This is an optimization exercise on Yosys and OpenROAD, whose aim is small area and a short achievable clock period, not a production implementation. Function was checked by simulation only, so behaviour that the tests miss may differ from the original. Power is estimated from default activity; no workload was simulated.

## run A
## ALU
module ALU (
    input clk, en,
    input [7:0] a, b,
    input [3:0] s,
    output reg [15:0] y,
    output reg carry,
    output zero
);
reg [7:0] a_in, b_in;
reg [1:0] qh;    
reg [1:0] rh;    
always @(posedge clk, posedge en) begin
    if (en) begin
        a_in <= 0; b_in <= 0;
    end else begin
        a_in <= a; b_in <= b;
    end
end
wire [1:0] iq2, ir2;
alu_dpre u_dpre (.a(a[7:6]), .b(b), .q(iq2), .r(ir2));
always @(posedge clk) begin
    qh <= iq2;
    rh <= ir2;
end
wire [7:0] quo;
alu_div u_div (.a_in(a_in), .b_in(b_in), .qh(qh), .rh(rh), .quo(quo));
wire [8:0] sum, dif, inc, dec;
alu_arith u_arith (.a_in(a_in), .b_in(b_in), .sum(sum), .dif(dif), .inc(inc), .dec(dec));
wire [15:0] prod;
alu_mul u_mul (.x(a_in), .y(b_in), .p(prod));
wire [15:0] pre_y;
wire pre_c;
alu_omux u_omux (
    .s(s), .a_in(a_in), .b_in(b_in),
    .sum(sum), .dif(dif), .inc(inc), .dec(dec), .prod(prod),
    .out_y(pre_y), .c(pre_c)
);
wire [15:0] out_y;
alu_qmerge u_qm (.s(s), .pre(pre_y[7:0]), .quo(quo), .y(out_y[7:0]));
assign out_y[15:8] = pre_y[15:8];
wire ph = (prod[15:8] != 8'd0);
reg zh;
always @(posedge clk, posedge en) begin
    if (en) begin
        y <= 0; carry <= 0; zh <= 0;
    end else begin
        y <= out_y; carry <= pre_c; zh <= ~((s == 4'd4) & ph) & ~out_y[8];
    end
end
alu_zdet u_zdet (.y(y[7:0]), .v(zh), .zero(zero));
endmodule
Size in the first run: ~710 cells after synthesis, roughly 40 I/O pins, ~0.0051 mm² of cells after synthesis.
Settings: LEC_CHECK=0, CAP_MARGIN=20, CORE_MARGIN=2, CORE_UTILIZATION=55, SLEW_MARGIN=20; clock period 30.0 ns.
standard.sh (not shown) runs the stock make flow with config.mk's settings and CLKGATE_MAP_FILE= SYNTH_SCRIPT=/design/flow/synth_recipe.tcl, a recipe that flattens the netlist after the stock synthesis.
==> flow/flow/run.sh <==
#!/bin/bash
# Layout flow: the standard flow (standard.sh) with these changes:
#  - synthesis leaves adders to ABC: no full/half-adder cell extraction
#    (ADDER_MAP_FILE empty) and no Kogge-Stone carry lookahead map
#    (SYNTH_OPERATIONS_ARGS replaces the -extra-map default);
#  - ABC maps the design with an area-oriented script (flow/abc_area.script),
#    except the zero-flag detector (KEEP_MODULES), which stays a module
#    through synthesis and gets a delay-oriented one (flow/abc_speed.script);
#    flow/prep.py edits a copy of synth.tcl for this, and synth_recipe.tcl
#    still flattens the result;
#  - timing repair aims at a setup slack of 22.75 ns, so that it sizes and
#    buffers the critical paths (the constraints themselves are unchanged);
#  - clock tree synthesis runs with ORFS's own arguments plus
#    -dont_use_dummy_load (no extra load cells on the clock tree);
#  - ports are buffered with buf_2 cells rather than the buffer cell that
#    buffer_ports picks by itself.
set -euo pipefail
here=$(pwd)
rm -rf "$here/scripts"
cp -r "$FLOW_HOME/scripts" "$here/scripts"
cp "$here/flow/abc_speed.script" "$here/scripts/abc_speed_mod.script"
cp "$here/flow/abc_area.script" "$here/scripts/abc_area_mod.script"
python3 "$here/flow/prep.py" "$here/scripts/synth.tcl" > "$here/prep.log" 2>&1
export KEEP_MODULES="alu_zdet"
bash standard.sh SCRIPTS_DIR="$here/scripts" \
  ADDER_MAP_FILE= SYNTH_OPERATIONS_ARGS=-nofsm \
  "BUFFER_PORTS_ARGS=-buffer_cell sky130_fd_sc_hd__buf_2" \
  "CTS_ARGS=-sink_clustering_enable -repair_clock_nets -dont_use_dummy_load" \
  SETUP_SLACK_MARGIN=22.75 finish > "$here/flow_make.log" 2>&1
==> flow/flow/abc_area.script <==
strash
&get -n
&dch -f
&nf -R 1000
&put
topo
Other scripts of this flow, unchanged in this note and not shown: flow/flow/abc_speed.script, flow/flow/prep.py
### run A -> run B
diff --git a/flow/flow/run.sh b/flow/flow/run.sh
--- a/flow/flow/run.sh
+++ b/flow/flow/run.sh
@@ -10,3 +10,3 @@
 #    still flattens the result;
-#  - timing repair aims at a setup slack of 22.75 ns, so that it sizes and
+#  - timing repair aims at a setup slack of 22.5 ns, so that it sizes and
 #    buffers the critical paths (the constraints themselves are unchanged);
@@ -28,2 +28,2 @@
   "CTS_ARGS=-sink_clustering_enable -repair_clock_nets -dont_use_dummy_load" \
-  SETUP_SLACK_MARGIN=22.75 finish > "$here/flow_make.log" 2>&1
+  SETUP_SLACK_MARGIN=22.5 finish > "$here/flow_make.log" 2>&1
Notes after the runs:
- Run B finished end to end and its layout was clean on timing, DRC and antenna.
- Going from run A to run B, maximum fanout encountered on the critical timing path went up, wire length the detailed router placed on met1 roughly the same, sequential share of power saw little to no change.
- Final design area excluding fillers was higher in run A than in run B.
- Run B reports a higher power share of the clock group than run A does.
- Run B vs run A — final cell count dropped 9.
- Between run B and run A, it is run B whose setup slack is lower, by 230 ps.
The inputs of run C differ from those of run B as listed below.
diff --git a/flow/flow/run.sh b/flow/flow/run.sh
--- a/flow/flow/run.sh
+++ b/flow/flow/run.sh
@@ -10,3 +10,3 @@
 #    still flattens the result;
-#  - timing repair aims at a setup slack of 22.5 ns, so that it sizes and
+#  - timing repair aims at a setup slack of 22.55 ns, so that it sizes and
 #    buffers the critical paths (the constraints themselves are unchanged);
@@ -28,2 +28,2 @@
   "CTS_ARGS=-sink_clustering_enable -repair_clock_nets -dont_use_dummy_load" \
-  SETUP_SLACK_MARGIN=22.5 finish > "$here/flow_make.log" 2>&1
+  SETUP_SLACK_MARGIN=22.55 finish > "$here/flow_make.log" 2>&1
==> flow/flow/abc_area.script <==
strash
dc2
dch
amap
topo
## What came out
- Summary of run C over run B: met2 track demand over resource in global routing went up, maximum single-stage delay on the critical path did not really move, core utilization went up, mean routed wirelength per cell went up.
- Of run C and run B, the run reporting the higher register share of the cell area was run C.
- Run C ended up with a higher gate count after technology mapping than run B did.
- Relative to run B, the worst clock skew on the final layout of run C is higher by 7.9 ps.
- Compared with run B, in run C final cell count went up 86, power in combinational cells shows a reduction of 27%.
> inputs changed (run C -> run D)
Settings: an added PLACE_DENSITY of 0.75.
diff --git a/flow/flow/run.sh b/flow/flow/run.sh
--- a/flow/flow/run.sh
+++ b/flow/flow/run.sh
@@ -10,3 +10,3 @@
 #    still flattens the result;
-#  - timing repair aims at a setup slack of 22.55 ns, so that it sizes and
+#  - timing repair aims at a setup slack of 22.5 ns, so that it sizes and
 #    buffers the critical paths (the constraints themselves are unchanged);
@@ -28,2 +28,2 @@
   "CTS_ARGS=-sink_clustering_enable -repair_clock_nets -dont_use_dummy_load" \
-  SETUP_SLACK_MARGIN=22.55 finish > "$here/flow_make.log" 2>&1
+  SETUP_SLACK_MARGIN=22.5 finish > "$here/flow_make.log" 2>&1
==> flow/flow/abc_area.script <==
strash
&get -n
&dch -f
&nf -R 1000
&put
topo
--- outcome ---
Run D completed; timing, DRC and antenna clean
Core utilization in run D is 4.8 points lower than in run C
On register-to-register slack: between run C and run D, it ends up higher for run D.
Against run C, the final cell area of run D is higher.
Run D vs. run C: horizontal die dimension climbed 4.6%; overall power consumption rose by 20%; total via count after detailed routing decreased by 13% relative to the old numbers; depth of the worst register-to-register path went down by 8.
Higher number of non-clock inverters was reported by run C, not run D.
Re adder-cell share of the synthesized area: run D is 8.2 points up on run C.
Between run D and run C, it is run D whose area growth from synthesis to layout is lower, by 7.4 points.
--- input diff run D..run E ---
Settings: a deleted PLACE_DENSITY that had been 0.75.
diff --git a/flow/flow/run.sh b/flow/flow/run.sh
--- a/flow/flow/run.sh
+++ b/flow/flow/run.sh
@@ -10,3 +10,3 @@
 #    still flattens the result;
-#  - timing repair aims at a setup slack of 22.5 ns, so that it sizes and
+#  - timing repair aims at a setup slack of 22.85 ns, so that it sizes and
 #    buffers the critical paths (the constraints themselves are unchanged);
@@ -28,2 +28,2 @@
   "CTS_ARGS=-sink_clustering_enable -repair_clock_nets -dont_use_dummy_load" \
-  SETUP_SLACK_MARGIN=22.5 finish > "$here/flow_make.log" 2>&1
+  SETUP_SLACK_MARGIN=22.85 finish > "$here/flow_make.log" 2>&1
==> flow/flow/abc_area.script <==
strash
dch
amap
topo
--- outcome ---
Run comparison: run E leading cell type in the layout, fill and taps excluded sky130_fd_sc_hd__nor2_1; run D leading cell type in the layout, fill and taps excluded sky130_fd_sc_hd__nand2_1
Static power due to leakage for run E: 11% up relative to run D
Per the comparison of run E with run D, combinational cell fraction of total power shrank by 7.1 points, first-pass GRT wire length grew by 7.7%, worst setup slack grew by 210 ps, final period demand of the worst path shrank by 210 ps, clock buffer count held steady.
In run E relative to run D, die area had gone down by a little under 10%.

-- static timing again, ports no longer ideal --
The flow's constraints put no driver on any port. The routed layouts listed below were extracted and timed again, unchanged, in two steps. Step 1 (the two cells are an assumption about what drives the block):
set clk [get_ports {clk}]
set_driving_cell -lib_cell sky130_fd_sc_hd__clkbuf_16 $clk
set_driving_cell -lib_cell sky130_fd_sc_hd__buf_2 [delete_from_list [all_inputs] $clk]
Step 2, shift: input delay + t, output delay - t, t = (earliest + latest rising clock arrival at the registers) / 2. This alone moves slack from input paths to output paths. Three values: ideal, step 1, step 2; two values: the first two.
run	shift t [ns]	setup WS [ns]	hold slack, ns
run A	0.315	22.841 / 22.841 / 22.527	0.663 / 0.663 / 0.663
run B	0.326	22.614 / 22.628 / 22.303	0.647 / 0.647 / 0.647
run C	0.320	22.509 / 22.504 / 22.184	0.682 / 0.682 / 0.682
run D	0.315	22.564 / 22.571 / 22.256	0.610 / 0.610 / 0.610
run E	0.329	22.770 / 22.675 / 22.346	0.562 / 0.562 / 0.562
After both steps setup and hold are still met in every run listed. For run E, which loses most, drivers alone change the setup slack by -0.095 ns; drivers and shift together by -0.424 ns.
